Background: an optimization exercise with open tools, aiming at small area, a short achievable clock period and few clock cycles. Do not read the settings as production practice. Function was checked by simulation only, so behaviour that the tests miss may differ from the original. No activity file was given, so power comes from the tool's default toggle rates.

==> module Instruction_Decoder, before the edit <==
module Instruction_Decoder(
  input        load,
  input  [2:0] in_n, in_m,    
  input  [2:0] ir_n, ir_m,    
  input        en_n, en_m,    
  input  [7:0] busy,          
  output [7:0] sel_n, sel_m,  
  output       fwd_n, fwd_m   
);
wire [7:0] in_dn, in_dm;
Mux din_n(.a(in_n), .y(in_dn));
Mux din_m(.a(in_m), .y(in_dm));
wire [7:0] dn = load ? in_dn : (8'd1 << ir_n);
wire [7:0] dm = load ? in_dm : (8'd1 << ir_m);
assign sel_n = dn & ~busy & {8{en_n}};
assign sel_m = dm & ~busy & {8{en_m}};
assign fwd_n = |(dn & busy) & en_n;
assign fwd_m = |(dm & busy) & en_m;
endmodule
==> module Mux, before the edit <==
module Mux(
  input  [2:0] a,
  output [7:0] y
);
assign y = 8'd1 << a;
endmodule
==> module cpu, before the edit <==
module cpu(clk,reset,s,load,in,out,N,V,Z,w);
input clk, reset, s, load;
input [15:0] in;
output [15:0] out;
output N, V, Z, w;
reg [15:0] ir;
reg [15:0] R [0:7];
always @(posedge clk)
  if (load) ir <= in;
wire [15:0] ins = load ? in : ir;
wire [2:0] opcode = ins[15:13];
wire [1:0] op = ins[12:11];
wire [2:0] rn = ins[10:8];
wire [2:0] rd = ins[7:5];
wire [1:0] sh = ins[4:3];
wire [2:0] rm = ins[2:0];
wire go = s & ~reset;
wire is_movi = (opcode == 3'b110) & (op == 2'b10);
wire is_mov  = (opcode == 3'b110) & (op == 2'b00);
wire is_alu  = (opcode == 3'b101);
wire is_cmp  = is_alu & (op == 2'b01);
wire is_and  = is_alu & (op == 2'b10);
wire writes_c = is_mov | (is_alu & (op != 2'b01));
wire use_a   = is_alu & (op != 2'b11);    
wire inv     = is_alu & op[0];
reg [15:0] p2, g2;
reg a15_2, inv2, and2, wr2, wc2, cmp2;
reg [2:0] wa2;
reg [15:0] c;
reg [2:0] nvz;
wire [15:0] res, out_n;
wire [2:0] nvz_n;
wire [7:0] busy = {8{wr2}} & (8'd1 << wa2);
wire [7:0] sel_n, sel_m;
wire fwd_n, fwd_m;
Instruction_Decoder dec(.load(load), .in_n(in[10:8]), .in_m(in[2:0]),
  .ir_n(ir[10:8]), .ir_m(ir[2:0]), .en_n(1'b1), .en_m(~is_movi), .busy(busy),
  .sel_n(sel_n), .sel_m(sel_m), .fwd_n(fwd_n), .fwd_m(fwd_m));
reg [15:0] a, bs;
integer k;
always @(*) begin
  a  = {16{fwd_n}} & res;
  bs = {16{fwd_m}} & res;
  for (k = 0; k < 8; k = k + 1) begin
    a  = a  | ({16{sel_n[k]}} & R[k]);
    bs = bs | ({16{sel_m[k]}} & R[k]);
  end
end
reg  [15:0] b;
always @(*)
  case (sh)
    2'b00: b = bs;
    2'b01: b = {bs[14:0], 1'b0};
    2'b10: b = {1'b0, bs[15:1]};
    default: b = {bs[15], bs[15:1]};
  endcase
wire [15:0] x = is_movi ? {{8{ins[7]}}, ins[7:0]} : ((use_a ? a : 16'd0) ^ {16{inv}});
always @(posedge clk) begin
  p2    <= x ^ b;
  g2    <= x & b;
  a15_2 <= a[15];
  inv2  <= inv;
  and2  <= is_and;
  wr2   <= go & (is_movi | writes_c);
  wc2   <= go & writes_c;
  cmp2  <= go & is_cmp;
  wa2   <= is_movi ? rn : rd;
end
ALU alu(.p(p2), .g(g2), .inv(inv2), .a15(a15_2), .is_and(and2), .wc(wc2),
        .cmp(cmp2), .c(c), .nvz(nvz), .res(res), .out_n(out_n), .nvz_n(nvz_n));
always @(posedge clk) begin
  if (wr2) R[wa2] <= res;
  c   <= out_n;
  nvz <= nvz_n;
end
assign out = out_n;
assign {N, V, Z} = nvz_n;
assign w = 1'b1;
endmodule
export LEC_CHECK = 0
export CAP_MARGIN = 20
export CORE_MARGIN = 2
export CORE_UTILIZATION = 40
export CTS_BUF_LIST = sky130_fd_sc_hd__clkbuf_8
export CTS_CLUSTER_DIAMETER = 60
export CTS_CLUSTER_SIZE = 20
export SETUP_SLACK_MARGIN = 2.5
export SLEW_MARGIN = 20
export SYNTH_HIERARCHICAL = 1
export TNS_END_PERCENT = 0
create_clock -name core_clock -period 5.5 [get_ports {clk}]
standard.sh (not shown) runs the stock make flow with config.mk's settings and CLKGATE_MAP_FILE= SYNTH_SCRIPT=/design/flow/synth_recipe.tcl, a recipe that flattens the netlist after the stock synthesis.
==> flow/flow/run.sh <==
#!/bin/bash
# The standard layout, with plain buffers (rather than the delay cells
# buffer_ports picks by default) on the input and output ports.
set -euo pipefail
bash standard.sh BUFFER_PORTS_ARGS="-buffer_cell sky130_fd_sc_hd__buf_2" finish > standard.log 2>&1
The baseline finished clean.
Testbench counts at the start, summed over its fixed seeds: cycles 24,064.
Rerun with:
--- a/flow/design.v
+++ b/flow/design.v
@@ -1,5 +1,5 @@
 module Instruction_Decoder(
-  input        load,
+  input        pend,
   input  [2:0] in_n, in_m,    
   input  [2:0] ir_n, ir_m,    
   input        en_n, en_m,    
@@ -7,21 +7,12 @@
   output [7:0] sel_n, sel_m,  
   output       fwd_n, fwd_m   
 );
-wire [7:0] in_dn, in_dm;
-Mux din_n(.a(in_n), .y(in_dn));
-Mux din_m(.a(in_m), .y(in_dm));
-wire [7:0] dn = load ? in_dn : (8'd1 << ir_n);
-wire [7:0] dm = load ? in_dm : (8'd1 << ir_m);
+wire [7:0] dn = pend ? (8'd1 << ir_n) : (8'd1 << in_n);
+wire [7:0] dm = pend ? (8'd1 << ir_m) : (8'd1 << in_m);
 assign sel_n = dn & ~busy & {8{en_n}};
 assign sel_m = dm & ~busy & {8{en_m}};
 assign fwd_n = |(dn & busy) & en_n;
 assign fwd_m = |(dm & busy) & en_m;
-endmodule
-module Mux(
-  input  [2:0] a,
-  output [7:0] y
-);
-assign y = 8'd1 << a;
 endmodule
 module ALU(
   input  [15:0] p,       
@@ -77,16 +68,19 @@
 output N, V, Z, w;
 reg [15:0] ir;
 reg [15:0] R [0:7];
-always @(posedge clk)
+reg pending;
+always @(posedge clk) begin
   if (load) ir <= in;
-wire [15:0] ins = load ? in : ir;
+  pending <= s & ~load & ~reset;
+end
+wire [15:0] ins = pending ? ir : in;
 wire [2:0] opcode = ins[15:13];
 wire [1:0] op = ins[12:11];
 wire [2:0] rn = ins[10:8];
 wire [2:0] rd = ins[7:5];
 wire [1:0] sh = ins[4:3];
 wire [2:0] rm = ins[2:0];
-wire go = s & ~reset;
+wire go = ((s & load) | pending) & ~reset;
 wire is_movi = (opcode == 3'b110) & (op == 2'b10);
 wire is_mov  = (opcode == 3'b110) & (op == 2'b00);
 wire is_alu  = (opcode == 3'b101);
@@ -105,8 +99,8 @@
 wire [7:0] busy = {8{wr2}} & (8'd1 << wa2);
 wire [7:0] sel_n, sel_m;
 wire fwd_n, fwd_m;
-Instruction_Decoder dec(.load(load), .in_n(in[10:8]), .in_m(in[2:0]),
-  .ir_n(ir[10:8]), .ir_m(ir[2:0]), .en_n(1'b1), .en_m(~is_movi), .busy(busy),
+Instruction_Decoder dec(.pend(pending), .in_n(in[10:8]), .in_m(in[2:0]),
+  .ir_n(ir[10:8]), .ir_m(ir[2:0]), .en_n(1'b1), .en_m(1'b1), .busy(busy),
   .sel_n(sel_n), .sel_m(sel_m), .fwd_n(fwd_n), .fwd_m(fwd_m));
 reg [15:0] a, bs;
 integer k;
@@ -118,15 +112,19 @@
     bs = bs | ({16{sel_m[k]}} & R[k]);
   end
 end
-reg  [15:0] b;
+wire sh_n = ~is_movi & (sh == 2'b00);    
+wire sh_l = ~is_movi & (sh == 2'b01);    
+wire sh_r = ~is_movi & sh[1];            
+wire sh_a = ~is_movi & (sh == 2'b11);    
+wire [15:0] b = ({16{sh_n}} & bs) | ({16{sh_l}} & {bs[14:0], 1'b0}) |
+                ({16{sh_r}} & {1'b0, bs[15:1]}) | {sh_a & bs[15], 15'd0};
+wire [15:0] imm = {{8{ins[7]}}, ins[7:0]};
+wire [15:0] x0 = is_movi ? imm : {16{inv}};
+wire [15:0] x1 = is_movi ? imm : {16{use_a ^ inv}};
+reg  [15:0] x;
 always @(*)
-  case (sh)
-    2'b00: b = bs;
-    2'b01: b = {bs[14:0], 1'b0};
-    2'b10: b = {1'b0, bs[15:1]};
-    default: b = {bs[15], bs[15:1]};
-  endcase
-wire [15:0] x = is_movi ? {{8{ins[7]}}, ins[7:0]} : ((use_a ? a : 16'd0) ^ {16{inv}});
+  for (k = 0; k < 16; k = k + 1)
+    x[k] = a[k] ? x1[k] : x0[k];
 always @(posedge clk) begin
   p2    <= x ^ b;
   g2    <= x & b;
@@ -147,5 +145,5 @@
 end
 assign out = out_n;
 assign {N, V, Z} = nvz_n;
-assign w = 1'b1;
+assign w = ~pending;
 endmodule
What happened:
- The new run completed with no timing, DRC or antenna violations
- global-route usage rises by 0.18 points
- sequential share of layout area went up by 1.5 points
- area after synthesis went up by 0.63%
- worst hold slack loses 0.0044 ns
- via count rises by 2.9%
- total power came out lower by 5.6%
Testbench counts after the change, summed over its fixed seeds: cycles 24,064.

## main
cpu, a different RTL version from the one above (not shown whole).
For scale: roughly 1,000 cells after synthesis, ~200 flip-flops, ~11,000 sq um of cells after synthesis.
==> module ALU, before the edit <==
module ALU(
  input  [15:0] p,       
  input  [15:0] g,       
  input         cin,
  input         a15,     
  input         wc,      
  input         cmp,     
  input  [15:0] c,       
  input  [2:0]  nvz,     
  output [15:0] res,     
  output [15:0] out_n,   
  output [2:0]  nvz_n    
);
wire [15:0] gl [0:4];
wire [15:0] pl [0:4];
assign gl[0] = g;
assign pl[0] = p;
genvar l, i;
generate
  for (l = 0; l < 4; l = l + 1) begin : lvl
    for (i = 0; i < 16; i = i + 1) begin : bt
      if (i >= (1 << l)) begin : comb
        assign gl[l+1][i] = gl[l][i] | (pl[l][i] & gl[l][i - (1 << l)]);
        assign pl[l+1][i] = pl[l][i] & pl[l][i - (1 << l)];
      end else begin : pass
        assign gl[l+1][i] = gl[l][i];
        assign pl[l+1][i] = pl[l][i];
      end
    end
  end
endgenerate
wire [15:0] cy = {gl[4][14:0], cin};
wire [15:0] r0 = p;
wire [15:0] r1 = ~p;
wire [15:0] o0 = wc ? r0 : c;
wire [15:0] o1 = wc ? r1 : c;
genvar k;
generate
  for (k = 0; k < 16; k = k + 1) begin : sel
    assign res[k]   = cy[k] ? r1[k] : r0[k];
    assign out_n[k] = cy[k] ? o1[k] : o0[k];
  end
endgenerate
wire s15 = p[15] ^ cy[15];
assign nvz_n = cmp ? {s15, p[15] & (s15 ^ a15), &p} : nvz;
endmodule
==> module cpu, before the edit <==
module cpu(clk,reset,s,load,in,out,N,V,Z,w);
input clk, reset, s, load;
input [15:0] in;
output [15:0] out;
output N, V, Z, w;
reg [15:0] ir;
reg [15:0] R [0:7];
always @(posedge clk)
  if (load) ir <= in;
wire [15:0] ins = load ? in : ir;
wire [2:0] opcode = ins[15:13];
wire [1:0] op = ins[12:11];
wire [2:0] rn = ins[10:8];
wire [2:0] rd = ins[7:5];
wire [1:0] sh = ins[4:3];
wire [2:0] rm = ins[2:0];
wire go = s & ~reset;
wire is_movi = (opcode == 3'b110) & (op == 2'b10);
wire is_mov  = (opcode == 3'b110) & (op == 2'b00);
wire is_alu  = (opcode == 3'b101);
wire is_cmp  = is_alu & (op == 2'b01);
wire is_and  = is_alu & (op == 2'b10);
wire writes_c = is_mov | (is_alu & (op != 2'b01));
wire use_a   = is_alu & (op != 2'b11);    
wire inv_b   = is_alu & op[0];            
reg [15:0] p2, g2;
reg a15_2, cin2, wr2, wc2, cmp2;
reg [2:0] wa2;
reg [15:0] c;
reg [2:0] nvz;
wire [15:0] res, out_n;
wire [2:0] nvz_n;
wire [15:0] a  = (wr2 && wa2 == rn) ? res : R[rn];
wire [15:0] bs = (wr2 && wa2 == rm) ? res : R[rm];
reg  [15:0] b;
always @(*)
  case (sh)
    2'b00: b = bs;
    2'b01: b = {bs[14:0], 1'b0};
    2'b10: b = {1'b0, bs[15:1]};
    default: b = {bs[15], bs[15:1]};
  endcase
wire [15:0] x = use_a ? a : 16'd0;
wire [15:0] y = is_movi ? {{8{ins[7]}}, ins[7:0]} : (inv_b ? ~b : b);
always @(posedge clk) begin
  p2    <= is_and ? (x & y) : (x ^ y);
  g2    <= is_and ? 16'd0 : ((x & y) | {15'd0, inv_b & (x[0] ^ y[0])});
  a15_2 <= a[15];
  cin2  <= inv_b;
  wr2   <= go & (is_movi | writes_c);
  wc2   <= go & writes_c;
  cmp2  <= go & is_cmp;
  wa2   <= is_movi ? rn : rd;
end
ALU alu(.p(p2), .g(g2), .cin(cin2), .a15(a15_2), .wc(wc2),
        .cmp(cmp2), .c(c), .nvz(nvz), .res(res), .out_n(out_n), .nvz_n(nvz_n));
always @(posedge clk) begin
  if (wr2) R[wa2] <= res;
  c   <= out_n;
  nvz <= nvz_n;
end
assign out = out_n;
assign {N, V, Z} = nvz_n;
assign w = 1'b1;
endmodule
Settings: LEC_CHECK=0, ABC_CLOCK_PERIOD_IN_PS=2800, CAP_MARGIN=20, CORE_MARGIN=2, CORE_UTILIZATION=40, SETUP_SLACK_MARGIN=2.5, SLEW_MARGIN=20, TNS_END_PERCENT=0; clock period 5.5 ns.
run.sh (not shown) runs the stock make flow with config.mk's settings and CLKGATE_MAP_FILE= SYNTH_SCRIPT=/design/flow/synth_recipe.tcl, a recipe that flattens the netlist after the stock synthesis.
Stock flow here: none of the scripts above is used.
Testbench counts of main, summed over its fixed seeds: cycles 24,064.
#### Input delta (the feature branch over main)
diff --git a/flow/design.v b/flow/design.v
--- a/flow/design.v
+++ b/flow/design.v
@@ -1,25 +1,26 @@
 module ALU(
   input  [15:0] p,       
   input  [15:0] g,       
+  input  [15:0] q,       
   input         cin,
   input         a15,     
   input         wc,      
   input         cmp,     
   input  [15:0] c,       
   input  [2:0]  nvz,     
   output [15:0] res,     
   output [15:0] out_n,   
   output [2:0]  nvz_n    
 );
-wire [15:0] gl [0:4];
-wire [15:0] pl [0:4];
-assign gl[0] = g;
-assign pl[0] = p;
+wire [15:0] gl [1:4];
+wire [15:0] pl [1:4];
+assign gl[1] = g;
+assign pl[1] = q;
 genvar l, i;
 generate
-  for (l = 0; l < 4; l = l + 1) begin : lvl
+  for (l = 1; l < 4; l = l + 1) begin : lvl
     for (i = 0; i < 16; i = i + 1) begin : bt
       if (i >= (1 << l)) begin : comb
         assign gl[l+1][i] = gl[l][i] | (pl[l][i] & gl[l][i - (1 << l)]);
         assign pl[l+1][i] = pl[l][i] & pl[l][i - (1 << l)];
       end else begin : pass
@@ -67,11 +68,11 @@
 wire is_cmp  = is_alu & (op == 2'b01);
 wire is_and  = is_alu & (op == 2'b10);
 wire writes_c = is_mov | (is_alu & (op != 2'b01));
 wire use_a   = is_alu & (op != 2'b11);    
 wire inv_b   = is_alu & op[0];            
-reg [15:0] p2, g2;
+reg [15:0] p2, g2, q2;
 reg a15_2, cin2, wr2, wc2, cmp2;
 reg [2:0] wa2;
 reg [15:0] c;
 reg [2:0] nvz;
 wire [15:0] res, out_n;
@@ -86,21 +87,24 @@
     2'b10: b = {1'b0, bs[15:1]};
     default: b = {bs[15], bs[15:1]};
   endcase
 wire [15:0] x = use_a ? a : 16'd0;
 wire [15:0] y = is_movi ? {{8{ins[7]}}, ins[7:0]} : (inv_b ? ~b : b);
+wire [15:0] p1 = is_and ? (x & y) : (x ^ y);
+wire [15:0] g1 = is_and ? 16'd0 : ((x & y) | {15'd0, inv_b & (x[0] ^ y[0])});
 always @(posedge clk) begin
-  p2    <= is_and ? (x & y) : (x ^ y);
-  g2    <= is_and ? 16'd0 : ((x & y) | {15'd0, inv_b & (x[0] ^ y[0])});
+  p2    <= p1;
+  g2    <= {g1[15:1] | (p1[15:1] & g1[14:0]), g1[0]};
+  q2    <= {p1[15:1] & p1[14:0], p1[0]};
   a15_2 <= a[15];
   cin2  <= inv_b;
   wr2   <= go & (is_movi | writes_c);
   wc2   <= go & writes_c;
   cmp2  <= go & is_cmp;
   wa2   <= is_movi ? rn : rd;
 end
-ALU alu(.p(p2), .g(g2), .cin(cin2), .a15(a15_2), .wc(wc2),
+ALU alu(.p(p2), .g(g2), .q(q2), .cin(cin2), .a15(a15_2), .wc(wc2),
         .cmp(cmp2), .c(c), .nvz(nvz), .res(res), .out_n(out_n), .nvz_n(nvz_n));
 always @(posedge clk) begin
   if (wr2) R[wa2] <= res;
   c   <= out_n;
   nvz <= nvz_n;
Power attributed to the clock group on the feature branch is behind main. Compared to main, the feature branch has internal power consumption 210 uW higher. [the feature branch vs main] register-to-register slack: higher in the feature branch. Of the two values seen for dominant combinational cell family by area after synthesis, simple AND/OR/NAND/NOR gates was produced by main and compound AO/OA/AOI/OAI gates by the feature branch. First-pass GRT wire length: the feature branch vs main up 26%. [the feature branch] count of non-CTS buffers in the layout fell 1.6% relative to main.
Testbench counts of the feature branch, summed over its fixed seeds: cycles 24,064.

-- static timing again, ports no longer ideal --
No port has a modelled driver above. Below, the same layouts with a new extraction and two added sets of constraints. Step 1 assumes that a clkbuf_16 drives the clock port and a buf_2 every other input. Step 2 times the ports against the registers' clock, not the clock port: input delays grow and output delays shrink by t, the midpoint of the rising clock arrivals with the driver on. a / b / c = ideal ports / drivers / drivers and shift; a / b = the first two.
run | t (ns) | setup WS [ns] | worst hold slack (ns) | worst setup path after step 2 | worst data-port slew with drivers (ns)
the first run of note 1 | 0.564 | 1.866 / 1.821 / 1.420 | 0.472 / 0.472 / 0.472 | input to register | 0.04
the second run of note 1 | 0.587 | 1.807 / 1.766 / 1.527 | 0.468 / 0.468 / 0.468 | input to register | 0.03
main | 0.558 | 1.749 / 1.713 / 1.207 | 0.468 / 0.468 / 0.468 | input to register | 0.04
the feature branch | 0.577 | 2.045 / 1.925 / 1.348 | 0.469 / 0.469 / 0.469 | input to register | 0.22
After both steps every run listed still meets setup and hold. The setup slack of the feature branch, which loses most, moves by -0.120 ns with the drivers and by -0.697 ns with both steps.
